What follows belongs to an exercise in optimizing a design on an open flow for small area; a production flow would make more cautious choices.
The RTL was checked by simulation tests, not by an equivalence proof against the original design.
Power is estimated from default activity; no workload was simulated.

==> flow/design.v <==
package dm;
  localparam logic [3:0] DbgVersion013 = 4'h2;
  localparam logic [4:0] ProgBufSize   = 5'h8;
  localparam logic [3:0] DataCount     = 4'h2;
  localparam logic [63:0] HaltAddress = 64'h800;
  localparam logic [63:0] ResumeAddress = HaltAddress + 8;
  localparam logic [63:0] ExceptionAddress = HaltAddress + 16;
  localparam logic [11:0] DataAddr = 12'h380;  
  typedef enum logic [7:0] {
    Data0        = 8'h04,
    Data1        = 8'h05,
    Data2        = 8'h06,
    Data3        = 8'h07,
    Data4        = 8'h08,
    Data5        = 8'h09,
    Data6        = 8'h0A,
    Data7        = 8'h0B,
    Data8        = 8'h0C,
    Data9        = 8'h0D,
    Data10       = 8'h0E,
    Data11       = 8'h0F,
    DMControl    = 8'h10,
    DMStatus     = 8'h11,  
    Hartinfo     = 8'h12,
    HaltSum1     = 8'h13,
    HAWindowSel  = 8'h14,
    HAWindow     = 8'h15,
    AbstractCS   = 8'h16,
    Command      = 8'h17,
    AbstractAuto = 8'h18,
    DevTreeAddr0 = 8'h19,
    DevTreeAddr1 = 8'h1A,
    DevTreeAddr2 = 8'h1B,
    DevTreeAddr3 = 8'h1C,
    NextDM       = 8'h1D,
    ProgBuf0     = 8'h20,
    ProgBuf1     = 8'h21,
    ProgBuf2     = 8'h22,
    ProgBuf3     = 8'h23,
    ProgBuf4     = 8'h24,
    ProgBuf5     = 8'h25,
    ProgBuf6     = 8'h26,
    ProgBuf7     = 8'h27,
    ProgBuf8     = 8'h28,
    ProgBuf9     = 8'h29,
    ProgBuf10    = 8'h2A,
    ProgBuf11    = 8'h2B,
    ProgBuf12    = 8'h2C,
    ProgBuf13    = 8'h2D,
    ProgBuf14    = 8'h2E,
    ProgBuf15    = 8'h2F,
    AuthData     = 8'h30,
    HaltSum2     = 8'h34,
    HaltSum3     = 8'h35,
    SBAddress3   = 8'h37,
    SBCS         = 8'h38,
    SBAddress0   = 8'h39,
    SBAddress1   = 8'h3A,
    SBAddress2   = 8'h3B,
    SBData0      = 8'h3C,
    SBData1      = 8'h3D,
    SBData2      = 8'h3E,
    SBData3      = 8'h3F,
    HaltSum0     = 8'h40
  } dm_csr_e;
  localparam logic [2:0] CauseBreakpoint = 3'h1;
  localparam logic [2:0] CauseTrigger    = 3'h2;
  localparam logic [2:0] CauseRequest    = 3'h3;
  localparam logic [2:0] CauseSingleStep = 3'h4;
  typedef struct packed {
    logic [31:23] zero1;
    logic         impebreak;
    logic [21:20] zero0;
    logic         allhavereset;
    logic         anyhavereset;
    logic         allresumeack;
    logic         anyresumeack;
    logic         allnonexistent;
    logic         anynonexistent;
    logic         allunavail;
    logic         anyunavail;
    logic         allrunning;
    logic         anyrunning;
    logic         allhalted;
    logic         anyhalted;
    logic         authenticated;
    logic         authbusy;
    logic         hasresethaltreq;
    logic         devtreevalid;
    logic [3:0]   version;
  } dmstatus_t;
  typedef struct packed {
    logic         haltreq;
    logic         resumereq;
    logic         hartreset;
    logic         ackhavereset;
    logic         zero1;
    logic         hasel;
    logic [25:16] hartsello;
    logic [15:6]  hartselhi;
    logic [5:4]   zero0;
    logic         setresethaltreq;
    logic         clrresethaltreq;
    logic         ndmreset;
    logic         dmactive;
  } dmcontrol_t;
  typedef struct packed {
    logic [31:24] zero1;
    logic [23:20] nscratch;
    logic [19:17] zero0;
    logic         dataaccess;
    logic [15:12] datasize;
    logic [11:0]  dataaddr;
  } hartinfo_t;
  typedef enum logic [2:0] {
    CmdErrNone, CmdErrBusy, CmdErrNotSupported,
    CmdErrorException, CmdErrorHaltResume,
    CmdErrorBus, CmdErrorOther = 7
  } cmderr_e;
  typedef struct packed {
    logic [31:29] zero3;
    logic [28:24] progbufsize;
    logic [23:13] zero2;
    logic         busy;
    logic         zero1;
    cmderr_e      cmderr;
    logic [7:4]   zero0;
    logic [3:0]   datacount;
  } abstractcs_t;
  typedef enum logic [7:0] {
    AccessRegister = 8'h0,
    QuickAccess    = 8'h1,
    AccessMemory   = 8'h2
  } cmd_e;
  typedef struct packed {
    cmd_e        cmdtype;
    logic [23:0] control;
  } command_t;
  typedef struct packed {
    logic [31:16] autoexecprogbuf;
    logic [15:12] zero0;
    logic [11:0]  autoexecdata;
  } abstractauto_t;
  typedef struct packed {
    logic         zero1;
    logic [22:20] aarsize;
    logic         aarpostincrement;
    logic         postexec;
    logic         transfer;
    logic         write;
    logic [15:0]  regno;
  } ac_ar_cmd_t;
  typedef enum logic [1:0] {
    DTM_NOP   = 2'h0,
    DTM_READ  = 2'h1,
    DTM_WRITE = 2'h2
  } dtm_op_e;
  typedef enum logic [1:0] {
    DTM_SUCCESS = 2'h0,
    DTM_ERR     = 2'h2,
    DTM_BUSY    = 2'h3
  } dtm_op_status_e;
  typedef struct packed {
    logic [31:29] sbversion;
    logic [28:23] zero0;
    logic         sbbusyerror;
    logic         sbbusy;
    logic         sbreadonaddr;
    logic [19:17] sbaccess;
    logic         sbautoincrement;
    logic         sbreadondata;
    logic [14:12] sberror;
    logic [11:5]  sbasize;
    logic         sbaccess128;
    logic         sbaccess64;
    logic         sbaccess32;
    logic         sbaccess16;
    logic         sbaccess8;
  } sbcs_t;
  typedef struct packed {
    logic [6:0]  addr;
    dtm_op_e     op;
    logic [31:0] data;
  } dmi_req_t;
  typedef struct packed  {
    logic [31:0] data;
    dtm_op_status_e  resp;  
  } dmi_resp_t;
  typedef struct packed {
    logic [31:18] zero1;
    logic         dmihardreset;
    logic         dmireset;
    logic         zero0;
    logic [14:12] idle;
    logic [11:10] dmistat;
    logic [9:4]   abits;
    logic [3:0]   version;
  } dtmcs_t;
  typedef enum logic[1:0] {
    PRIV_LVL_M = 2'b11,
    PRIV_LVL_S = 2'b01,
    PRIV_LVL_U = 2'b00
  } priv_lvl_t;
  typedef struct packed {
    logic [31:28]     xdebugver;
    logic [27:16]     zero2;
    logic             ebreakm;
    logic             zero1;
    logic             ebreaks;
    logic             ebreaku;
    logic             stepie;
    logic             stopcount;
    logic             stoptime;
    logic [8:6]       cause;
    logic             zero0;
    logic             mprven;
    logic             nmip;
    logic             step;
    priv_lvl_t        prv;
  } dcsr_t;
  typedef enum logic [11:0] {
    CSR_FFLAGS         = 12'h001,
    CSR_FRM            = 12'h002,
    CSR_FCSR           = 12'h003,
    CSR_FTRAN          = 12'h800,
    CSR_SSTATUS        = 12'h100,
    CSR_SIE            = 12'h104,
    CSR_STVEC          = 12'h105,
    CSR_SCOUNTEREN     = 12'h106,
    CSR_SSCRATCH       = 12'h140,
    CSR_SEPC           = 12'h141,
    CSR_SCAUSE         = 12'h142,
    CSR_STVAL          = 12'h143,
    CSR_SIP            = 12'h144,
    CSR_SATP           = 12'h180,
    CSR_MSTATUS        = 12'h300,
    CSR_MISA           = 12'h301,
    CSR_MEDELEG        = 12'h302,
    CSR_MIDELEG        = 12'h303,
    CSR_MIE            = 12'h304,
    CSR_MTVEC          = 12'h305,
    CSR_MCOUNTEREN     = 12'h306,
    CSR_MSCRATCH       = 12'h340,
    CSR_MEPC           = 12'h341,
    CSR_MCAUSE         = 12'h342,
    CSR_MTVAL          = 12'h343,
    CSR_MIP            = 12'h344,
    CSR_PMPCFG0        = 12'h3A0,
    CSR_PMPADDR0       = 12'h3B0,
    CSR_MVENDORID      = 12'hF11,
    CSR_MARCHID        = 12'hF12,
    CSR_MIMPID         = 12'hF13,
    CSR_MHARTID        = 12'hF14,
    CSR_MCYCLE         = 12'hB00,
    CSR_MINSTRET       = 12'hB02,
    CSR_DCACHE         = 12'h701,
    CSR_ICACHE         = 12'h700,
    CSR_TSELECT        = 12'h7A0,
    CSR_TDATA1         = 12'h7A1,
    CSR_TDATA2         = 12'h7A2,
    CSR_TDATA3         = 12'h7A3,
    CSR_TINFO          = 12'h7A4,
    CSR_DCSR           = 12'h7b0,
    CSR_DPC            = 12'h7b1,
    CSR_DSCRATCH0      = 12'h7b2,  
    CSR_DSCRATCH1      = 12'h7b3,  
    CSR_CYCLE          = 12'hC00,
    CSR_TIME           = 12'hC01,
    CSR_INSTRET        = 12'hC02
  } csr_reg_t;
  typedef enum logic [2:0] {
    Idle,
    Read,
    Write,
    WaitRead,
    WaitWrite
  } sba_state_e;
endpackage : dm
module cdc_stage_req (
  input  logic         clk_i,
  input  logic         rst_ni,
  input  dm::dmi_req_t dmi_req_i,
  input  logic         dmi_req_valid_i,
  output logic         dmi_req_ready_o,
  output dm::dmi_req_t dmi_req_o,
  output logic         dmi_req_valid_o,
  input  logic         dmi_req_ready_i
);
  dm::dmi_req_t req_q;
  logic         valid_q;
  assign dmi_req_ready_o = ~valid_q || (valid_q && dmi_req_ready_i);
  assign dmi_req_o       = req_q;
  assign dmi_req_valid_o = valid_q;
  always_ff @(posedge clk_i) begin
    if (!rst_ni) begin
      valid_q <= 1'b0;
      req_q   <= '0;
    end else begin
      if (dmi_req_ready_o && dmi_req_valid_i) begin
        req_q   <= dmi_req_i;
        valid_q <= 1'b1;
      end else if (dmi_req_ready_i && valid_q) begin
        valid_q <= 1'b0;
      end
    end
  end
endmodule
module cdc_stage_resp (
  input  logic          tck_i,
  input  logic          trst_ni,
  input  dm::dmi_resp_t dmi_resp_i,
  input  logic          dmi_resp_valid_i,
  output logic          dmi_resp_ready_o,
  output dm::dmi_resp_t dmi_resp_o,
  output logic          dmi_resp_valid_o,
  input  logic          dmi_resp_ready_i
);
  dm::dmi_resp_t resp_q;
  logic          valid_q;
  assign dmi_resp_ready_o = ~valid_q || (valid_q && dmi_resp_ready_i);
  assign dmi_resp_o       = resp_q;
  assign dmi_resp_valid_o = valid_q;
  always_ff @(posedge tck_i) begin
    if (!trst_ni) begin
      valid_q <= 1'b0;
      resp_q  <= '0;
    end else begin
      if (dmi_resp_ready_o && dmi_resp_valid_i) begin
        resp_q  <= dmi_resp_i;
        valid_q <= 1'b1;
      end else if (dmi_resp_ready_i && valid_q) begin
        valid_q <= 1'b0;
      end
    end
  end
endmodule
module dtm_cdc (
  input  logic         tck,
  input  logic         trst_ni,
  input  logic         clk,
  input  logic         rst_ni,
  input  logic             jtag_dmi_clear_i,
  input  dm::dmi_req_t     jtag_dmi_req_i,
  input  logic             jtag_dmi_req_valid_i,
  output logic             jtag_dmi_req_ready_o,
  output dm::dmi_resp_t    jtag_dmi_resp_o,
  input  logic             jtag_dmi_resp_ready_i,
  output logic             jtag_dmi_resp_valid_o,
  output logic             dbg_dmi_clear_o,
  output dm::dmi_req_t     dbg_dmi_req_o,
  output logic             dbg_dmi_req_valid_o,
  input  logic             dbg_dmi_req_ready_i,
  input  dm::dmi_resp_t    dbg_dmi_resp_i,
  output logic             dbg_dmi_resp_ready_o,
  input  logic             dbg_dmi_resp_valid_i
);
  logic [1:0] dmi_clear_sync;
  always_ff @(posedge clk or negedge rst_ni) begin
    if (!rst_ni)
      dmi_clear_sync <= 2'b00;
    else
      dmi_clear_sync <= {dmi_clear_sync[0], jtag_dmi_clear_i};
  end
  assign dbg_dmi_clear_o = dmi_clear_sync[1];
  dm::dmi_req_t dmi_req_mid;
  logic         dmi_req_valid_mid, dmi_req_ready_mid;
  dm::dmi_resp_t dmi_resp_mid_1, dmi_resp_mid_2;
  logic          dmi_resp_valid_mid_1, dmi_resp_ready_mid_1;
  logic          dmi_resp_valid_mid_2, dmi_resp_ready_mid_2;
  cdc_stage_req stage_req_0 (
    .clk_i           (clk),
    .rst_ni          (rst_ni),
    .dmi_req_i       (jtag_dmi_req_i),
    .dmi_req_valid_i (jtag_dmi_req_valid_i),
    .dmi_req_ready_o (jtag_dmi_req_ready_o),
    .dmi_req_o       (dmi_req_mid),
    .dmi_req_valid_o (dmi_req_valid_mid),
    .dmi_req_ready_i (dmi_req_ready_mid)
  );
  cdc_stage_req stage_req_1 (
    .clk_i           (clk),
    .rst_ni          (rst_ni),
    .dmi_req_i       (dmi_req_mid),
    .dmi_req_valid_i (dmi_req_valid_mid),
    .dmi_req_ready_o (dmi_req_ready_mid),
    .dmi_req_o       (dbg_dmi_req_o),
    .dmi_req_valid_o (dbg_dmi_req_valid_o),
    .dmi_req_ready_i (dbg_dmi_req_ready_i)
  );
  cdc_stage_resp stage_resp_0 (
    .tck_i            (tck),
    .trst_ni          (trst_ni),
    .dmi_resp_i       (dbg_dmi_resp_i),
    .dmi_resp_valid_i (dbg_dmi_resp_valid_i),
    .dmi_resp_ready_o (dbg_dmi_resp_ready_o),
    .dmi_resp_o       (dmi_resp_mid_1),
    .dmi_resp_valid_o (dmi_resp_valid_mid_1),
    .dmi_resp_ready_i (dmi_resp_ready_mid_1)
  );
  cdc_stage_resp stage_resp_1 (
    .tck_i            (tck),
    .trst_ni          (trst_ni),
    .dmi_resp_i       (dmi_resp_mid_1),
    .dmi_resp_valid_i (dmi_resp_valid_mid_1),
    .dmi_resp_ready_o (dmi_resp_ready_mid_1),
    .dmi_resp_o       (dmi_resp_mid_2),
    .dmi_resp_valid_o (dmi_resp_valid_mid_2),
    .dmi_resp_ready_i (dmi_resp_ready_mid_2)
  );
  cdc_stage_resp stage_resp_2 (
    .tck_i            (tck),
    .trst_ni          (trst_ni),
    .dmi_resp_i       (dmi_resp_mid_2),
    .dmi_resp_valid_i (dmi_resp_valid_mid_2),
    .dmi_resp_ready_o (dmi_resp_ready_mid_2),
    .dmi_resp_o       (jtag_dmi_resp_o),
    .dmi_resp_valid_o (jtag_dmi_resp_valid_o),
    .dmi_resp_ready_i (jtag_dmi_resp_ready_i)
  );
endmodule
module dtm_jtag_tap  #(
    parameter [31:0] IdCodeValue = 32'h00000001
)
(
    input logic tck_i,
    input logic tms_i,
    input logic td_i,
    input logic trst_ni,
    output logic td_o,
    output logic tdo_oe_o,
    output logic dmi_clear_o,
    output logic update_o,
    output logic capture_o,
    output logic shift_o,
    output logic tdi_o,
    output logic tck_o,
    output logic dtmcs_select_o,
    input logic dtmcs_tdo_i,
    output logic dmi_select_o,
    input logic dmi_tdo_i
);
typedef enum logic [3:0] {
    TestLogicReset, RunTestIdle, SelectDrScan, CaptureDr, 
    ShiftDr, Exit1Dr, PauseDr, Exit2Dr, UpdateDr, SelectIrScan, 
    CaptureIr, ShiftIr, Exit1Ir, PauseIr, Exit2Ir, UpdateIr
} tap_state_e;
typedef enum logic [4:0] {
    BYPASS0 = 'h0,
    IDCODE = 'h1,
    DTMCSR = 'h10,
    DMIACCESS = 'h11,
    BYPASS1 = 'h1f  
} ir_reg_e;
logic [4:0] jtag_ir_shift_d, jtag_ir_shift_q;
ir_reg_e jtag_ir_d, jtag_ir_q;
logic shift_ir, capture_ir, test_logic_reset, update_ir;
logic bypass_select, idcode_select;
logic shift_dr, capture_dr, update_dr;
logic tdo_sel;
tap_state_e tap_state_d, tap_state_q;
always_comb begin : ir_update
    jtag_ir_shift_d = jtag_ir_shift_q;
    jtag_ir_d = jtag_ir_q;
    if (capture_ir) begin 
        jtag_ir_shift_d = 5'b00101;  
    end
    if (shift_ir) begin
        jtag_ir_shift_d = {td_i, jtag_ir_shift_q [4:1]};  
    end
    if (update_ir) begin
        jtag_ir_d = ir_reg_e'(jtag_ir_shift_q);  
    end
    if (test_logic_reset) begin
        jtag_ir_shift_d = '0;
        jtag_ir_d = IDCODE;
    end
end
always_ff @(posedge tck_i or negedge trst_ni) begin
    if(!trst_ni) begin
        jtag_ir_shift_q <= '0;
        jtag_ir_q <= IDCODE;
    end
    else begin
        jtag_ir_shift_q <= jtag_ir_shift_d;
        jtag_ir_q <= jtag_ir_d;
    end
end
logic [31:0] idcode_d, idcode_q;
logic        bypass_d, bypass_q; 
always_comb begin
  idcode_d = idcode_q;
  bypass_d = bypass_q;
  if (test_logic_reset) begin
    idcode_d = IdCodeValue;
    bypass_d = 1'b0;
  end else begin
    if (capture_dr) begin
      if (idcode_select) idcode_d = IdCodeValue;
      if (bypass_select) bypass_d = 1'b0;
    end
    if (shift_dr) begin
      if (idcode_select)  idcode_d = {td_i, idcode_q[31:1]};
      if (bypass_select)  bypass_d = td_i;
    end
  end
end
always_comb begin: dr_selection
    dtmcs_select_o = 1'b0;
    dmi_select_o = 1'b0;
    bypass_select = 1'b0;
    idcode_select = 1'b0;
    unique case (jtag_ir_q)
        BYPASS0: bypass_select = 1'b1;
        IDCODE: idcode_select  = 1'b1;
        DTMCSR: dtmcs_select_o = 1'b1;
        DMIACCESS: dmi_select_o = 1'b1;
        BYPASS1: bypass_select = 1'b1;
        default: bypass_select = 1'b1;
    endcase
end
always_comb begin: output_selection
    if (shift_ir) begin
        tdo_sel = jtag_ir_shift_q [0];
    end
    else begin
        unique case (jtag_ir_q)
            IDCODE: tdo_sel = idcode_q[0];
            DTMCSR: tdo_sel = dtmcs_tdo_i;
            DMIACCESS: tdo_sel = dmi_tdo_i;
            default: tdo_sel = bypass_q;
        endcase
    end
end
always_ff @(posedge tck_i, negedge trst_ni) begin : tdo_regs
    if (!trst_ni) begin
      td_o     <= 1'b0;
      tdo_oe_o <= 1'b0;
    end else begin
      td_o     <= tdo_sel;
      tdo_oe_o <= (shift_ir | shift_dr);
    end
end
always_comb begin: tap_fsm
    tap_state_d = tap_state_q;
    test_logic_reset = 1'b0;
    update_ir = 1'b0;
    shift_ir = 1'b0;
    capture_ir = 1'b0;
    update_dr = 1'b0;
    shift_dr = 1'b0;
    capture_dr = 1'b0;
    unique case (tap_state_q)
      TestLogicReset: begin
        tap_state_d = (tms_i) ? TestLogicReset : RunTestIdle;
        test_logic_reset = 1'b1;
      end
      RunTestIdle: begin
        tap_state_d = (tms_i) ? SelectDrScan : RunTestIdle;
      end
      SelectDrScan: begin
        tap_state_d = (tms_i) ? SelectIrScan : CaptureDr;
      end
      CaptureDr: begin
        capture_dr = 1'b1;
        tap_state_d = (tms_i) ? Exit1Dr : ShiftDr;
      end
      ShiftDr: begin
        shift_dr = 1'b1;
        tap_state_d = (tms_i) ? Exit1Dr : ShiftDr;
      end
      Exit1Dr: begin
        tap_state_d = (tms_i) ? UpdateDr : PauseDr;
      end
      PauseDr: begin
        tap_state_d = (tms_i) ? Exit2Dr : PauseDr;
      end
      Exit2Dr: begin
        tap_state_d = (tms_i) ? UpdateDr : ShiftDr;
      end
      UpdateDr: begin
        update_dr = 1'b1;
        tap_state_d = (tms_i) ? SelectDrScan : RunTestIdle;
      end
      SelectIrScan: begin
        tap_state_d = (tms_i) ? TestLogicReset : CaptureIr;
      end
      CaptureIr: begin
        capture_ir = 1'b1;
        tap_state_d = (tms_i) ? Exit1Ir : ShiftIr;
      end
      ShiftIr: begin
        shift_ir = 1'b1;
        tap_state_d = (tms_i) ? Exit1Ir : ShiftIr;
      end
      Exit1Ir: begin
        tap_state_d = (tms_i) ? UpdateIr : PauseIr;
      end
      PauseIr: begin
        tap_state_d = (tms_i) ? Exit2Ir : PauseIr;
      end
      Exit2Ir: begin
        tap_state_d = (tms_i) ? UpdateIr : ShiftIr;
      end
      UpdateIr: begin
        update_ir = 1'b1;
        tap_state_d = (tms_i) ? SelectDrScan : RunTestIdle;
      end
      default: ;  
    endcase
end
always_ff @(posedge tck_i or negedge trst_ni) begin : update_value 
    if (!trst_ni) begin
      tap_state_q <= TestLogicReset;
      idcode_q    <= IdCodeValue;
      bypass_q    <= 1'b0;
    end else begin
      tap_state_q <= tap_state_d;
      idcode_q    <= idcode_d;
      bypass_q    <= bypass_d;
    end
end
assign tck_o = tck_i;
assign tdi_o = td_i;
assign update_o = update_dr;
assign shift_o = shift_dr;
assign capture_o = capture_dr;
assign dmi_clear_o = test_logic_reset;
endmodule
module dtm_registers(
    input logic tck_i,
    input logic trst_ni,
    input logic update,
    input logic capture,
    input logic shift,
    input logic tdi,
    input logic dmi_select,
    input logic dtmcs_select,
    input logic jtag_dmi_clear,
    output logic dmi_tdo,
    output logic dtmcs_tdo,
    output logic tck_o,
    output logic dmi_clear,
    output dm::dmi_req_t dmi_req_o,
    input logic dmi_req_ready,
    output logic dmi_req_valid,
    input dm::dmi_resp_t dmi_resp,
    output logic dmi_resp_ready,
    input dmi_resp_valid
);
typedef enum logic [1:0] {
    DMINoError = 2'h0, DMIReservedError = 2'h1,
    DMIOPFailed = 2'h2, DMIBusy = 2'h3
} dmi_error_e;
typedef enum logic [2:0] { Idle, Read, WaitReadValid, Write, WaitWriteValid } state_e;
state_e state_d, state_q;
dmi_error_e error_d, error_q;
dm::dtm_op_e op_d, op_q;
dm::dtmcs_t dtmcs_d, dtmcs_q;
logic [6:0] address_d, address_q;
logic [31:0] data_d, data_q;
logic [31:0] resp_data_d, resp_data_q; 
logic [40:0] dmiaccess_d, dmiaccess_q;
logic error_dmi_busy, error_dmi_op_failed;
typedef struct packed {
    logic [6:0] address;
    logic [31:0] data;
    logic [1:0] op;
} dmi_t;
dmi_t dmi;
assign dmi = dmi_t'(dmiaccess_q);
assign dmi_req_o.addr = address_q;
assign dmi_req_o.data = data_q;
assign dmi_req_o.op = op_q;
assign dmi_resp_ready = 1'b1;
assign dmi_clear = jtag_dmi_clear || (dtmcs_select && update && dtmcs_q.dmihardreset);
assign tck_o = tck_i;
assign dmi_tdo = dmiaccess_q[0];
always_comb begin
    dtmcs_d = dtmcs_q;
    if (dtmcs_select && capture) begin
        dtmcs_d = '0;
        dtmcs_d.idle = 3'd1;
        dtmcs_d.dmistat = error_q;
        dtmcs_d.abits = 6'd7;
        dtmcs_d.version = 4'd1;
    end else if (dtmcs_select && shift) begin
        dtmcs_d = {tdi, dtmcs_q[31:1]};
    end
end
assign dtmcs_tdo = dtmcs_q[0];
always_ff @(posedge tck_i or negedge trst_ni) begin
    if (!trst_ni) dtmcs_q <= '0;
    else dtmcs_q <= dtmcs_d;
end
always_comb begin : p_fsm
    address_d = address_q;
    data_d = data_q;
    op_d = op_q;
    error_d = error_q;
    state_d = state_q;
    resp_data_d = resp_data_q;
    dmi_req_valid = 1'b0;
    error_dmi_busy = 1'b0;
    error_dmi_op_failed = 1'b0;
    if (dmi_clear) begin
        address_d = 7'h00;
        data_d = '0;
        resp_data_d = '0;
        state_d = Idle;
        error_d = DMINoError;
    end else begin
        unique case (state_q)
            Idle: begin
                if (dmi_select && update && error_q == DMINoError) begin
                    address_d = dmi.address;
                    data_d = dmi.data;
                    op_d = dm::dtm_op_e'(dmi.op);
                    if (op_d == dm::DTM_READ) state_d = Read;
                    else if (op_d == dm::DTM_WRITE) state_d = Write;
                end
            end
            Read: begin
                dmi_req_valid = 1'b1;
                if (dmi_req_ready) state_d = WaitReadValid;
            end
            WaitReadValid: begin
                if (dmi_resp_valid) begin
                    unique case (dmi_resp.resp)
                        dm::DTM_SUCCESS: resp_data_d = dmi_resp.data;  
                        dm::DTM_BUSY: begin data_d = 32'hB051B051; error_dmi_busy = 1'b1; end
                        dm::DTM_ERR: begin data_d = 32'hDEADBEEF; error_dmi_op_failed = 1'b1; end
                        default: data_d = 32'hBAADC0DE;  
                    endcase
                    state_d = Idle;
                end
            end
            Write: begin
                dmi_req_valid = 1'b1;
                if (dmi_req_ready) state_d = WaitWriteValid;
            end
            WaitWriteValid: begin
                if (dmi_resp_valid) begin
                    unique case (dmi_resp.resp)
                        dm::DTM_SUCCESS: resp_data_d = dmi_resp.data;  
                        dm::DTM_BUSY: begin data_d = 32'hDEADBEEF; error_dmi_busy = 1'b1; end
                        dm::DTM_ERR: begin data_d = 32'hB051B051; error_dmi_op_failed = 1'b1; end
                        default: ;
                    endcase
                    state_d = Idle;
                end
            end
        endcase
        if (update && state_q != Idle)
            error_dmi_busy = 1'b1;
        if (capture && (state_q == Read || state_q == WaitReadValid))
            error_dmi_busy = 1'b1;
        if (error_dmi_busy && error_q == DMINoError) error_d = DMIBusy;
        if (error_dmi_op_failed && error_q == DMINoError) error_d = DMIOPFailed;
    end
end
always_comb begin: choose_dmiaccess
    dmiaccess_d = dmiaccess_q;
    if (dmi_clear) begin
        dmiaccess_d = '0;
    end else if (capture && dmi_select) begin
        dmiaccess_d = {address_q, resp_data_q, error_q};  
    end else if (shift && dmi_select) begin
        dmiaccess_d = {tdi, dmiaccess_q[40:1]};
    end
end
always_ff @(posedge tck_i or negedge trst_ni) begin
    if (!trst_ni) begin
        dmiaccess_q <= '0;
        address_q <= '0;
        data_q <= '0;
        resp_data_q <= '0;
        op_q <= dm::DTM_NOP;  
        error_q <= DMINoError;
        state_q <= Idle;
    end else begin
        dmiaccess_q <= dmiaccess_d;
        address_q <= address_d;
        data_q <= data_d;
        resp_data_q <= resp_data_d;
        op_q <= op_d;
        error_q <= error_d;
        state_q <= state_d;
    end
end
endmodule
module dmi_jtag (
  input  logic         tck_i,
  input  logic         tms_i,
  input  logic         td_i,
  input  logic         trst_ni,
  output logic         td_o,
  output logic         tdo_oe_o,
  input  logic         clk,          
  input  logic         rst_ni,   
  output logic         dbg_dmi_clear_o,
  output dm::dmi_req_t dbg_dmi_req_o,
  output logic         dbg_dmi_req_valid_o,
  input  logic         dbg_dmi_req_ready_i,
  input  dm::dmi_resp_t dbg_dmi_resp_i,
  output logic         dbg_dmi_resp_ready_o,
  input  logic         dbg_dmi_resp_valid_i
);
  logic update, capture, shift;
  logic dmi_select, dtmcs_select;
  logic dmi_tdo, dtmcs_tdo;
  logic tdi;
  logic tck;
  logic jtag_dmi_clear;
  dm::dmi_req_t jtag_dmi_req;
  logic jtag_dmi_req_valid;
  logic jtag_dmi_req_ready;
  dm::dmi_resp_t jtag_dmi_resp;
  logic jtag_dmi_resp_ready;
  logic jtag_dmi_resp_valid;
  dtm_jtag_tap #(
    .IdCodeValue(32'hDEAD_BEEF)
  ) i_tap (
    .tck_i,
    .tms_i,
    .td_i,
    .trst_ni,
    .td_o,
    .tdo_oe_o,
    .dmi_clear_o(jtag_dmi_clear),
    .update_o(update),
    .capture_o(capture),
    .shift_o(shift),
    .tdi_o(tdi),
    .tck_o(tck),
    .dtmcs_select_o(dtmcs_select),
    .dtmcs_tdo_i(dtmcs_tdo),
    .dmi_select_o(dmi_select),
    .dmi_tdo_i(dmi_tdo)
  );
  dtm_registers i_dtm_regs (
    .tck_i(tck),
    .trst_ni,
    .update(update),
    .capture(capture),
    .shift(shift),
    .tdi(tdi),
    .dmi_select(dmi_select),
    .dtmcs_select(dtmcs_select),
    .jtag_dmi_clear(jtag_dmi_clear),
    .dmi_tdo(dmi_tdo),
    .dtmcs_tdo(dtmcs_tdo),
    .tck_o(),
    .dmi_clear(),
    .dmi_req_o(jtag_dmi_req),
    .dmi_req_ready(jtag_dmi_req_ready),
    .dmi_req_valid(jtag_dmi_req_valid),
    .dmi_resp(jtag_dmi_resp),
    .dmi_resp_ready(jtag_dmi_resp_ready),
    .dmi_resp_valid(jtag_dmi_resp_valid)
  );
  dtm_cdc i_dtm_cdc (
    .tck(tck),
    .trst_ni(trst_ni),
    .clk(clk),
    .rst_ni(rst_ni),
    .jtag_dmi_clear_i(jtag_dmi_clear),
    .jtag_dmi_req_i(jtag_dmi_req),
    .jtag_dmi_req_valid_i(jtag_dmi_req_valid),
    .jtag_dmi_req_ready_o(jtag_dmi_req_ready),
    .jtag_dmi_resp_o(jtag_dmi_resp),
    .jtag_dmi_resp_ready_i(jtag_dmi_resp_ready),
    .jtag_dmi_resp_valid_o(jtag_dmi_resp_valid),
    .dbg_dmi_clear_o(dbg_dmi_clear_o),
    .dbg_dmi_req_o(dbg_dmi_req_o),
    .dbg_dmi_req_valid_o(dbg_dmi_req_valid_o),
    .dbg_dmi_req_ready_i(dbg_dmi_req_ready_i),
    .dbg_dmi_resp_i(dbg_dmi_resp_i),
    .dbg_dmi_resp_ready_o(dbg_dmi_resp_ready_o),
    .dbg_dmi_resp_valid_i(dbg_dmi_resp_valid_i)
  );
endmodule
module dm_sba_control (
    input  logic         clk_i,
    input  logic         rst_ni,
    input  logic         dmactive_i,
    output logic         master_req_o,
    output logic [31:0]  master_add_o,
    output logic         master_we_o,
    output logic [31:0]  master_wdata_o,
    output logic [3:0]   master_be_o,
    input  logic         master_gnt_i,
    input  logic         master_r_valid_i,
    input  logic         master_r_err_i,
    input  logic         master_r_other_err_i,
    input  logic [31:0]  master_r_rdata_i,
    input  logic [31:0]  sbaddress_i,
    input  logic         sbaddress_write_valid_i,
    input  logic         sbreadonaddr_i,
    output logic [31:0]  sbaddress_o,
    input  logic         sbautoincrement_i,
    input  logic [2:0]   sbaccess_i,
    input  logic         sbreadondata_i,
    input  logic [31:0]  sbdata_i,
    input  logic         sbdata_read_valid_i,
    input  logic         sbdata_write_valid_i,
    output logic [31:0]  sbdata_o,
    output logic         sbdata_valid_o,
    output logic         sbbusy_o,
    output logic         sberror_valid_o,
    output logic [2:0]   sberror_o
);
localparam int BeIdxWidth = 2;
dm::sba_state_e state_d, state_q;
logic [31:0] address;
logic        req, gnt, we;
logic [3:0]  be, be_mask;
logic [1:0]  be_idx;
assign sbbusy_o = (state_q != dm::Idle);
always_comb begin : p_be_mask
    be_mask = '0;
    unique case (sbaccess_i)
        3'b000: be_mask[be_idx] = 1'b1;
        3'b001: begin
            if (be_idx[1] == 1'b1) begin
                be_mask[3:2] = 2'b11;
            end else begin
                be_mask[1:0] = 2'b11;
            end
        end
        3'b010: be_mask = 4'b1111;
        default: ;
    endcase
end
logic [31:0] sbaccess_mask;
assign sbaccess_mask = 32'hFFFFFFFF << sbaccess_i;
logic addr_incr_en;
logic [31:0] addr_incr;
assign addr_incr   = (addr_incr_en) ? (32'(1) << sbaccess_i) : 32'b0;
assign sbaddress_o = sbaddress_i + addr_incr;
always_comb begin : p_fsm
    req     = 1'b0;
    address = sbaddress_i;
    we      = 1'b0;
    be      = 4'b0000;
    be_idx  = sbaddress_i[BeIdxWidth-1:0];
    sberror_o       = 3'b000;
    sberror_valid_o = 1'b0;
    addr_incr_en    = 1'b0;
    state_d         = state_q;
    unique case (state_q)
        dm::Idle: begin
            if (sbaddress_write_valid_i && sbreadonaddr_i)
                state_d = dm::Read;
            else if (sbdata_write_valid_i)
                state_d = dm::Write;
            else if (sbdata_read_valid_i && sbreadondata_i)
                state_d = dm::Read;
        end
        dm::Read: begin
            req = 1'b1;
            be  = be_mask;
            if (gnt) state_d = dm::WaitRead;
        end
        dm::Write: begin
            req = 1'b1;
            we  = 1'b1;
            be  = be_mask;
            if (gnt) state_d = dm::WaitWrite;
        end
        dm::WaitRead: begin
            if (master_r_valid_i) begin
                state_d = dm::Idle;
                addr_incr_en = sbautoincrement_i;
                if (master_r_other_err_i) begin
                    sberror_valid_o = 1'b1;
                    sberror_o = 3'd7;
                end else if (master_r_err_i) begin
                    sberror_valid_o = 1'b1;
                    sberror_o = 3'd2;
                end
            end
        end
        dm::WaitWrite: begin
            if (master_r_valid_i) begin
                state_d = dm::Idle;
                addr_incr_en = sbautoincrement_i;
                if (master_r_other_err_i) begin
                    sberror_valid_o = 1'b1;
                    sberror_o = 3'd7;
                end else if (master_r_err_i) begin
                    sberror_valid_o = 1'b1;
                    sberror_o = 3'd2;
                end
            end
        end
        default: state_d = dm::Idle;
    endcase
    if ((sbaccess_i > BeIdxWidth) && (state_q != dm::Idle)) begin
        req             = 1'b0;
        state_d         = dm::Idle;
        sberror_valid_o = 1'b1;
        sberror_o       = 3'd4;
    end
    if ((|(sbaddress_i & ~sbaccess_mask)) && (state_q != dm::Idle)) begin
        req             = 1'b0;
        state_d         = dm::Idle;
        sberror_valid_o = 1'b1;
        sberror_o       = 3'd3;
    end
end
always_ff @(posedge clk_i or negedge rst_ni) begin : p_regs
    if (!rst_ni)
        state_q <= dm::Idle;
    else
        state_q <= state_d;
end
logic [1:0] be_idx_masked;
assign be_idx_masked   = be_idx & sbaccess_mask[1:0];
assign master_req_o    = req;
assign master_add_o    = address;
assign master_we_o     = we;
assign master_wdata_o  = sbdata_i << (8 * be_idx_masked);
assign master_be_o     = be;
assign gnt             = master_gnt_i;
assign sbdata_valid_o  = master_r_valid_i && (state_q == dm::WaitRead);
assign sbdata_o        = master_r_rdata_i >> (8 * be_idx_masked);
endmodule
module dm_sba_registers (
  input  logic              clk_i,
  input  logic              rst_ni,
  input  logic [31:0]       dmi_req_data_i,
  input  logic [6:0]        dmi_req_addr_i,
  input  logic [1:0]        dmi_req_op_i,
  output logic [31:0]       sbaddress_o,
  input  logic [31:0]       sbaddress_i,
  input  logic [31:0]       sbdata_i,
  output logic [31:0]       sbdata_o,
  input  logic              sbdata_valid_i,
  input  logic              sberror_valid_i,
  output logic              sbautoincrement_o,
  output logic              sbreadondata_o,
  output logic              sbreadonaddress_o,
  output logic [2:0]        sbaccess_o,
  input  logic              sbbusy_i,
  input  logic [2:0]        sberror_i,
  output logic              sbaddress_write_valid_o,
  output logic              sbdata_read_valid_o,
  output logic              sbdata_write_valid_o,
  output dm::dmi_resp_t     sba_dmi_resp_o
);
  dm::sbcs_t sbcs_d, sbcs_q;
  logic [63:0] sbdata_d, sbdata_q;
  logic [63:0] sbaddr_d, sbaddr_q;
  dm::dtm_op_e  dmi_op;
  dm::dm_csr_e  dm_csr_addr;
  dm::sbcs_t    sbcs;  
  assign dmi_op = dm::dtm_op_e'(dmi_req_op_i);  
  assign dm_csr_addr  = dm::dm_csr_e'({1'b0, dmi_req_addr_i});  
  assign sbautoincrement_o = sbcs_q.sbautoincrement;
  assign sbreadondata_o    = sbcs_q.sbreadondata;
  assign sbreadonaddress_o = sbcs_q.sbreadonaddr;
  assign sbaccess_o        = sbcs_q.sbaccess;
  assign sbdata_o          = sbdata_q[31:0];
  assign sbaddress_o       = sbaddr_q[31:0];
  always_comb begin
    sbcs_d                  = sbcs_q;
    sbaddr_d                = {sbaddr_q[63:32], sbaddress_i};
    sbdata_d                = sbdata_q;
    sbaddress_write_valid_o = 1'b0;
    sbdata_read_valid_o     = 1'b0;
    sbdata_write_valid_o    = 1'b0;
    sba_dmi_resp_o.data     = '0;
    sba_dmi_resp_o.resp     = dm::DTM_SUCCESS;
    sbcs = '0;
    if (dmi_op == dm::DTM_READ) begin
      unique case (dm_csr_addr)
        dm::SBCS:      sba_dmi_resp_o.data = sbcs_q;
        dm::SBAddress0: sba_dmi_resp_o.data = sbaddr_q[31:0];
        dm::SBAddress1: sba_dmi_resp_o.data = sbaddr_q[63:32];
        dm::SBData0: begin
          if (sbbusy_i) begin
            sbcs_d.sbbusyerror = 1'b1;
            sba_dmi_resp_o.resp = dm::DTM_BUSY;
          end else begin
            sba_dmi_resp_o.data = sbdata_q[31:0];
            sbdata_read_valid_o = (sbcs_q.sberror == 3'b000);
          end
        end
        dm::SBData1: begin
          if (sbbusy_i) begin
            sbcs_d.sbbusyerror = 1'b1;
            sba_dmi_resp_o.resp = dm::DTM_BUSY;
          end else begin
            sba_dmi_resp_o.data = sbdata_q[63:32];
          end
        end
        default:;
      endcase
    end
    if (dmi_op == dm::DTM_WRITE) begin
      unique case (dm_csr_addr)
        dm::SBCS: begin
          if (sbbusy_i) begin
            sbcs_d.sbbusyerror = 1'b1;
            sba_dmi_resp_o.resp = dm::DTM_BUSY;
          end else begin
            sbcs = dm::sbcs_t'(dmi_req_data_i);
            sbcs_d = sbcs;
            sbcs_d.sbbusyerror = sbcs_q.sbbusyerror & ~sbcs.sbbusyerror;
            sbcs_d.sberror     = (|sbcs.sberror) ? 3'b000 : sbcs_q.sberror;  
          end
        end
        dm::SBAddress0: begin
          if (sbbusy_i) begin
            sbcs_d.sbbusyerror = 1'b1;
            sba_dmi_resp_o.resp = dm::DTM_BUSY;
          end else begin
            sbaddr_d[31:0] = dmi_req_data_i;
            sbaddress_write_valid_o = (sbcs_q.sberror == 3'b000);
          end
        end
        dm::SBAddress1: begin
          if (sbbusy_i) begin
            sbcs_d.sbbusyerror = 1'b1;
            sba_dmi_resp_o.resp = dm::DTM_BUSY;
          end else begin
            sbaddr_d[63:32] = dmi_req_data_i;
          end
        end
        dm::SBData0: begin
          if (sbbusy_i) begin
            sbcs_d.sbbusyerror = 1'b1;
            sba_dmi_resp_o.resp = dm::DTM_BUSY;
          end else begin
            sbdata_d[31:0] = dmi_req_data_i;
            sbdata_write_valid_o = (sbcs_q.sberror == 3'b000);
          end
        end
        dm::SBData1: begin
          if (sbbusy_i) begin
            sbcs_d.sbbusyerror = 1'b1;
            sba_dmi_resp_o.resp = dm::DTM_BUSY;
          end else begin
            sbdata_d[63:32] = dmi_req_data_i;
          end
        end
        default:;
      endcase
    end
    if (sberror_valid_i) begin
      sbcs_d.sberror = sberror_i;
    end
    if (sbdata_valid_i) begin
      sbdata_d = {32'h0, sbdata_i};   
    end 
  end
  always_ff @(posedge clk_i or negedge rst_ni) begin
    if (!rst_ni) begin
      sbcs_q   <= '0;
      sbaddr_q <= '0;
      sbdata_q <= '0;
    end else begin
      sbcs_q   <= sbcs_d;
      sbaddr_q <= sbaddr_d;
      sbdata_q <= sbdata_d;
    end
  end
endmodule
module dm_sba_top (
  input  logic              clk_i,
  input  logic              rst_ni,
  input  logic              dmactive_i,
  input  logic [31:0]       dmi_req_data_i,
  input  logic [6:0]        dmi_req_addr_i,
  input  logic [1:0]        dmi_req_op_i,
  output dm::dmi_resp_t     sba_dmi_resp_o,
  output logic              master_req_o,
  output logic [31:0]       master_add_o,
  output logic              master_we_o,
  output logic [31:0]       master_wdata_o,
  output logic [3:0]        master_be_o,
  input  logic              master_gnt_i,
  input  logic              master_r_valid_i,
  input  logic              master_r_err_i,
  input  logic              master_r_other_err_i,
  input  logic [31:0]       master_r_rdata_i
);
  logic [31:0] sbaddress_ctrl, sbaddress_regs;
  logic [31:0] sbdata_regs, sbdata_ctrl;
  logic [2:0]  sbaccess;
  logic        sbautoincrement, sbreadondata, sbreadonaddress;
  logic        sbdata_valid, sbaddress_write_valid;
  logic        sbdata_read_valid, sbdata_write_valid;
  logic        sbbusy, sberror_valid;
  logic [2:0]  sberror;
  dm_sba_control u_sba_ctrl (
    .clk_i(clk_i),
    .rst_ni(rst_ni),
    .dmactive_i(dmactive_i),
    .master_req_o(master_req_o),
    .master_add_o(master_add_o),
    .master_we_o(master_we_o),
    .master_wdata_o(master_wdata_o),
    .master_be_o(master_be_o),
    .master_gnt_i(master_gnt_i),
    .master_r_valid_i(master_r_valid_i),
    .master_r_err_i(master_r_err_i),
    .master_r_other_err_i(master_r_other_err_i),
    .master_r_rdata_i(master_r_rdata_i),
    .sbaddress_i(sbaddress_regs),
    .sbaddress_write_valid_i(sbaddress_write_valid),
    .sbreadonaddr_i(sbreadonaddress),
    .sbaddress_o(sbaddress_ctrl),
    .sbautoincrement_i(sbautoincrement),
    .sbaccess_i(sbaccess),
    .sbreadondata_i(sbreadondata),
    .sbdata_i(sbdata_regs),
    .sbdata_read_valid_i(sbdata_read_valid),
    .sbdata_write_valid_i(sbdata_write_valid),
    .sbdata_o(sbdata_ctrl),
    .sbdata_valid_o(sbdata_valid),
    .sbbusy_o(sbbusy),
    .sberror_valid_o(sberror_valid),
    .sberror_o(sberror)
  );
  dm_sba_registers u_sba_regs (
    .clk_i(clk_i),
    .rst_ni(rst_ni),
    .dmi_req_data_i(dmi_req_data_i),
    .dmi_req_addr_i(dmi_req_addr_i),
    .dmi_req_op_i(dmi_req_op_i),
    .sba_dmi_resp_o(sba_dmi_resp_o),
    .sbaddress_o(sbaddress_regs),
    .sbaddress_i(sbaddress_ctrl),
    .sbdata_i(sbdata_ctrl),
    .sbdata_o(sbdata_regs),
    .sbdata_valid_i(sbdata_valid),
    .sberror_valid_i(sberror_valid),
    .sbautoincrement_o(sbautoincrement),
    .sbreadondata_o(sbreadondata),
    .sbreadonaddress_o(sbreadonaddress),
    .sbaccess_o(sbaccess),
    .sbbusy_i(sbbusy),
    .sberror_i(sberror),
    .sbaddress_write_valid_o(sbaddress_write_valid),
    .sbdata_read_valid_o(sbdata_read_valid),
    .sbdata_write_valid_o(sbdata_write_valid)
  );
endmodule
module jtag_sba_top (
  input  logic        tck_i,
  input  logic        tms_i,
  input  logic        td_i,
  input  logic        trst_ni,
  output logic        td_o,
  output logic        tdo_oe_o,
  output logic        dmi_clear_o,
  output logic        master_req_o,
  output logic [31:0] master_add_o,
  output logic        master_we_o,
  output logic [31:0] master_wdata_o,
  output logic [3:0]  master_be_o,
  input  logic        master_gnt_i,
  input  logic        master_r_valid_i,
  input  logic        master_r_err_i,
  input  logic        master_r_other_err_i,
  input  logic [31:0] master_r_rdata_i
);
  dm::dmi_req_t  dmi_req;
  logic          dmi_req_valid;
  dm::dmi_resp_t sba_resp, dmi_resp_q;
  logic          dmi_resp_valid_q;
  dmi_jtag i_dmi_jtag (
    .tck_i                (tck_i),
    .tms_i                (tms_i),
    .td_i                 (td_i),
    .trst_ni              (trst_ni),
    .td_o                 (td_o),
    .tdo_oe_o             (tdo_oe_o),
    .clk                  (tck_i),
    .rst_ni               (trst_ni),
    .dbg_dmi_clear_o      (dmi_clear_o),
    .dbg_dmi_req_o        (dmi_req),
    .dbg_dmi_req_valid_o  (dmi_req_valid),
    .dbg_dmi_req_ready_i  (1'b1),
    .dbg_dmi_resp_i       (dmi_resp_q),
    .dbg_dmi_resp_ready_o (),
    .dbg_dmi_resp_valid_i (dmi_resp_valid_q)
  );
  dm_sba_top i_sba (
    .clk_i                (tck_i),
    .rst_ni               (trst_ni),
    .dmactive_i           (1'b1),
    .dmi_req_data_i       (dmi_req.data),
    .dmi_req_addr_i       (dmi_req.addr),
    .dmi_req_op_i         (dmi_req_valid ? dmi_req.op : dm::DTM_NOP),
    .sba_dmi_resp_o       (sba_resp),
    .master_req_o         (master_req_o),
    .master_add_o         (master_add_o),
    .master_we_o          (master_we_o),
    .master_wdata_o       (master_wdata_o),
    .master_be_o          (master_be_o),
    .master_gnt_i         (master_gnt_i),
    .master_r_valid_i     (master_r_valid_i),
    .master_r_err_i       (master_r_err_i),
    .master_r_other_err_i (master_r_other_err_i),
    .master_r_rdata_i     (master_r_rdata_i)
  );
  always_ff @(posedge tck_i or negedge trst_ni) begin
    if (!trst_ni) begin
      dmi_resp_q       <= '0;
      dmi_resp_valid_q <= 1'b0;
    end else begin
      dmi_resp_valid_q <= dmi_req_valid;
      if (dmi_req_valid) dmi_resp_q <= sba_resp;
    end
  end
endmodule
==> flow/run.sh <==
#!/bin/bash
# synth_recipe.tcl (not shown) runs the flow's synth.tcl, then flattens the netlist and writes it again
# the make line also repeats each setting of config.mk as NAME=value (left out here)
make -C /OpenROAD-flow-scripts/flow DESIGN_CONFIG=/design/flow/config.mk WORK_HOME=/design/flow/orfs CLKGATE_MAP_FILE= SYNTH_SCRIPT=/design/flow/synth_recipe.tcl finish
==> flow/config.mk <==
export PLATFORM = sky130hd
export DESIGN_NAME = jtag_sba_top
export DESIGN_NICKNAME = jtag_sba_top
export VERILOG_FILES = /design/flow/design.v
export SDC_FILE = /design/flow/constraint.sdc
export NUM_CORES = 4
export LEC_CHECK = 0
export CAP_MARGIN = 20
export CORE_MARGIN = 2
export CORE_UTILIZATION = 40
export PLACE_DENSITY = 0.6
export SLEW_MARGIN = 20
==> flow/constraint.sdc <==
create_clock -name core_clock -period 10.0 [get_ports {tck_i}]
set_input_delay 2.0000 -clock core_clock [delete_from_list [all_inputs] [get_ports {tck_i}]]
set_output_delay 2.0000 -clock core_clock [all_outputs]
set_load 0.01 [all_outputs]
==> run summary <==
[flip-flops by register name, summed over array words and instances, names as in the netlist, 5 cells and up]
signal / flops
i_dmi_jtag.i_tap.jtag_ir_q: 5
i_dmi_jtag.i_dtm_regs.dtmcs_q: 32
i_dmi_jtag.i_dtm_cdc.stage_resp_1.resp_q: 33
i_sba.u_sba_regs.sbdata_q: 64
i_dmi_jtag.i_dtm_cdc.stage_req_0.req_q: 41
i_dmi_jtag.i_tap.jtag_ir_shift_q: 5
i_dmi_jtag.i_dtm_cdc.stage_resp_2.resp_q: 33
i_dmi_jtag.i_dtm_regs.address_q: 7
i_dmi_jtag.i_dtm_cdc.stage_resp_0.resp_q: 33
i_dmi_jtag.i_dtm_regs.dmiaccess_q: 41
i_sba.u_sba_regs.sbaddr_q: 64
i_dmi_jtag.i_dtm_regs.data_q: 32
i_dmi_jtag.i_tap.idcode_q: 32
i_dmi_jtag.i_dtm_cdc.stage_req_1.req_q: 41
i_dmi_jtag.i_dtm_regs.resp_data_q: 32
i_sba.u_sba_regs.sbcs_q: 32
dmi_resp_q: 33
[cell type report]
class                           count  area (um^2)
Clock buffer                      103         1973
Sequential cell                   584        13720
Tap cell                          873         1092
Fill cell                        6260        36190
Inverter                           18        67.56
Timing Repair Buffer              145         1414
Multi-Input combinational cell   1897        12210
Clock inverter                     17        251.5
[synthesized netlist by cell type, drive strengths merged (4+ instances only)]
| cell type | instances |
|---|---|
| nand2 | 379 |
| xor2 | 8 |
| o32ai | 6 |
| ha | 8 |
| nand2b | 11 |
| buf | 86 |
| a21oi | 137 |
| nor4 | 4 |
| inv | 17 |
| clkbuf | 155 |
| or2 | 4 |
| or3 | 11 |
| dfxtp | 186 |
| dfrtp | 373 |
| mux2 | 93 |
| a21o | 7 |
| o2bb2ai | 32 |
| dfstp | 25 |
| and3 | 4 |
| mux2i | 284 |
| a22o | 6 |
| xnor2 | 25 |
| o21ai | 240 |
| a31oi | 8 |
| o21a | 4 |
| nand4 | 7 |
| nor2b | 157 |
| nor3b | 7 |
| nand3 | 121 |
| a221oi | 4 |
| nor2 | 123 |
| o211ai | 8 |
| a22oi | 44 |
| nand3b | 7 |
| a211oi | 24 |
| o22ai | 36 |
| and2 | 16 |
| nor3 | 30 |
| a31o | 10 |
[where the power goes]
part,internal (uW),switching (uW)
logic,335,520
clock network,1500,984
registers,2510,207
[worst reg2reg max path, stage by stage (launching register included)]
cell	delay, ns
dfrtp_1	0.93
nor2_1	0.15
nand2_1	0.66
inv_1	0.48
a31o_2	0.35
buf_4	0.37
a21oi_1	0.95
o21ai_0	0.25
o21ai_0	0.21
[worst paths after layout]
kind | from | endpoint | slack, ns | cells after the start
worst min register to register | i_dmi_jtag.i_dtm_cdc.dmi_clear_sync[0] | i_dmi_jtag.i_dtm_cdc.dmi_clear_sync[1] | 0.35 | 0
worst max-delay path | i_sba.u_sba_regs.sbcs_q[18] | master_wdata_o[4] | 4.52 | 5
worst min-delay path | i_dmi_jtag.i_dtm_cdc.dmi_clear_sync[0] | i_dmi_jtag.i_dtm_cdc.dmi_clear_sync[1] | 0.35 | 0
max in group asynchronous | trst_ni | dmi_resp_q[10] | 6.95 | 2
worst max register to register | i_dmi_jtag.i_tap.tap_state_q[3] | i_dmi_jtag.i_dtm_regs.data_q[27] | 5.57 | 8
min in group asynchronous | trst_ni | i_sba.u_sba_regs.sbdata_q[6] | 1.42 | 1
[per-layer routing]
metal | vias to the layer above | global-route usage, %
li1 | 9504 | -
met1 | 9791 | 29.86
met2 | 513 | 33.47
met3 | 156 | 3.292
met4 | 0 | 8.911
met5 | - | 0
[through the flow]
stage / hold WS [ns] / power (uW) / setup slack [ns] / cells
floorplan: 0.3312 / 3245 / 5.625 / 2740
global route: 0.3451 / 6301 / 4.364 / 3637
global placement: 0.3357 / 3584 / 4.702 / 3515
finish: 0.3452 / 6051 / 4.520 / 3637
detailed placement: 0.3364 / 3610 / 4.733 / 3516
CTS: 0.3523 / 6105 / 4.517 / 3636
[cell families after synthesis]
logic type	Yosys count	synth area share [%]
fa+ha+maj	9	0.4456
mux	377	14.43
compound gates	589	13.09
xor+xnor	33	1.072
flops	584	50.87
buf+inv	259	4.288
simple gates	889	15.81
==> reports/qor.yml <==
async_reset_ff_share_pct: 68.15
grt_pass1_vias: 20081
post_dp_cell_area_um2: 28490
cts_resized: 0
min_period_ns: 5.480
hold_class: "register to register"
layout_commonest_cell: "nand2_1"
htreeDepth: 3
rsz0062_at_grt: "no"
synth_edf_count: 0
via_per_inst: 5.489
crit_path_max_fanout: 49
synthCells: 2740
synthesis.area_um2: 26960
cp_cell_sequence: "nor2_1, and2_2, nor2_2, and2_1, clkdlybuf4s50_1"
numPortBuffers: 112
start_util_pct: 40.29
gp_congestion: 0.9074
drt-initial-drc-count: 1592
cts_tree: "done"
final_area_um2: 30730
ys_seq_area_share_pct: 50.87
ir_drop_uv: 163.9
ys_types: 82
crit_path_end_kind: "output port"
cts_setup_buffers: 0
status: "no timing/DRC/antenna violations"
setup_viol: 0
vias: 19964
rows: 95
core_um2: 66920
crit_arrival_ns: 3.48
dp_hpwl_um: 50050
synth_area_leader_cell: "dfrtp_1"
worstSkewPairLatency_ns: 0.60
drive_above_1_share_pct: 10.93
cpPeakStageDelay_ns: 0.78
critPathBufInv: 1
diodes: 0
die_w_um: 263.6
clk_pin_slew_ns: 0.06
final_cell_mix: "nand2_1, dfrtp_1, mux2i_1, o21ai_0, dfxtp_1"
ys_ff_latch: 584
maxUsedRoutingLayer: "met4"
cts_buffer_depth: 3
drc: 0
cp_top_family: "simple AND/OR/NAND/NOR gates"
ys_warn_count: 8
grt.total_usage_pct: 21.48
tightest_slew_ns: 1.148
overflow: 0
post-route-util_pct: 45.92
dieHeight_um: 263.6
synth.area.top_cells: "dfrtp_1, dfxtp_1, mux2i_1"
area_delta_synth_final_pct: 13.97
hold_viol: 0
first_pass_iters: 5
routedWlPerCell_um: 20.63
critical_path_class: "register to output port"
fin_nets: 2761
holdBufCountCts: 0
synth-main-ff-cell: "dfrtp_1"
fmax_mhz: 182.5
p_leak_uw: 0.01246
p_per_area_nw_per_um2: 196.9
worst_path_max_delay_cell: "nor2_2"
cp-start-kind: "register"
synth_fp_nets: 2789
clock_skew_ns: 0.01552
timing.setup.tns_ns: 0
avgSynthCellArea_um2: 9.839
num_io_pins: 113
worst-endpoint-required_ns: 8.00
ant_nets: 0
cts.sinks: 584
fp.dieArea_um2: 69490
min_period_over_period_pct: 54.80
maxSlewHeadroom_pct: 23.48
numCtsBuffers: 66
cts_root_buf: "clkbuf_16"
antenna_found_initial: 0
yosysTopAreaCellShare_pct: 34.62
wl_met2_um: 33580
wl_met1_um: 34870
cap_violations: 0
grt_max_degree: 134
route.met3.wl_um: 3527
routed_wl_um: 75020
grt_first_pass_wirelength_um: 118300
slew_violations: 0

==> port drivers added, routing unchanged <==
In the flow no input, the clock included, has a driving cell. The finished layout below was timed again as built, in two steps.
Step 1: set_driving_cell puts a clkbuf_16 on tck_i and a buf_2 on each other input, an assumption about the parent block.
Step 2 times the ports against the registers' clock, not the clock port: input delays grow and output delays shrink by t, the midpoint of the rising clock arrivals with the driver on.
a / b / c = ideal / step 1 / step 2; a / b = the first two.
t, ns: 0.653
slack for setup (ns): 4.520 / 4.458 / 4.633
cell pins on the clock port's net: 1
After both steps setup and hold are still met in this run. The setup slack of this run moves by -0.062 ns with the drivers and by +0.113 ns with both steps.
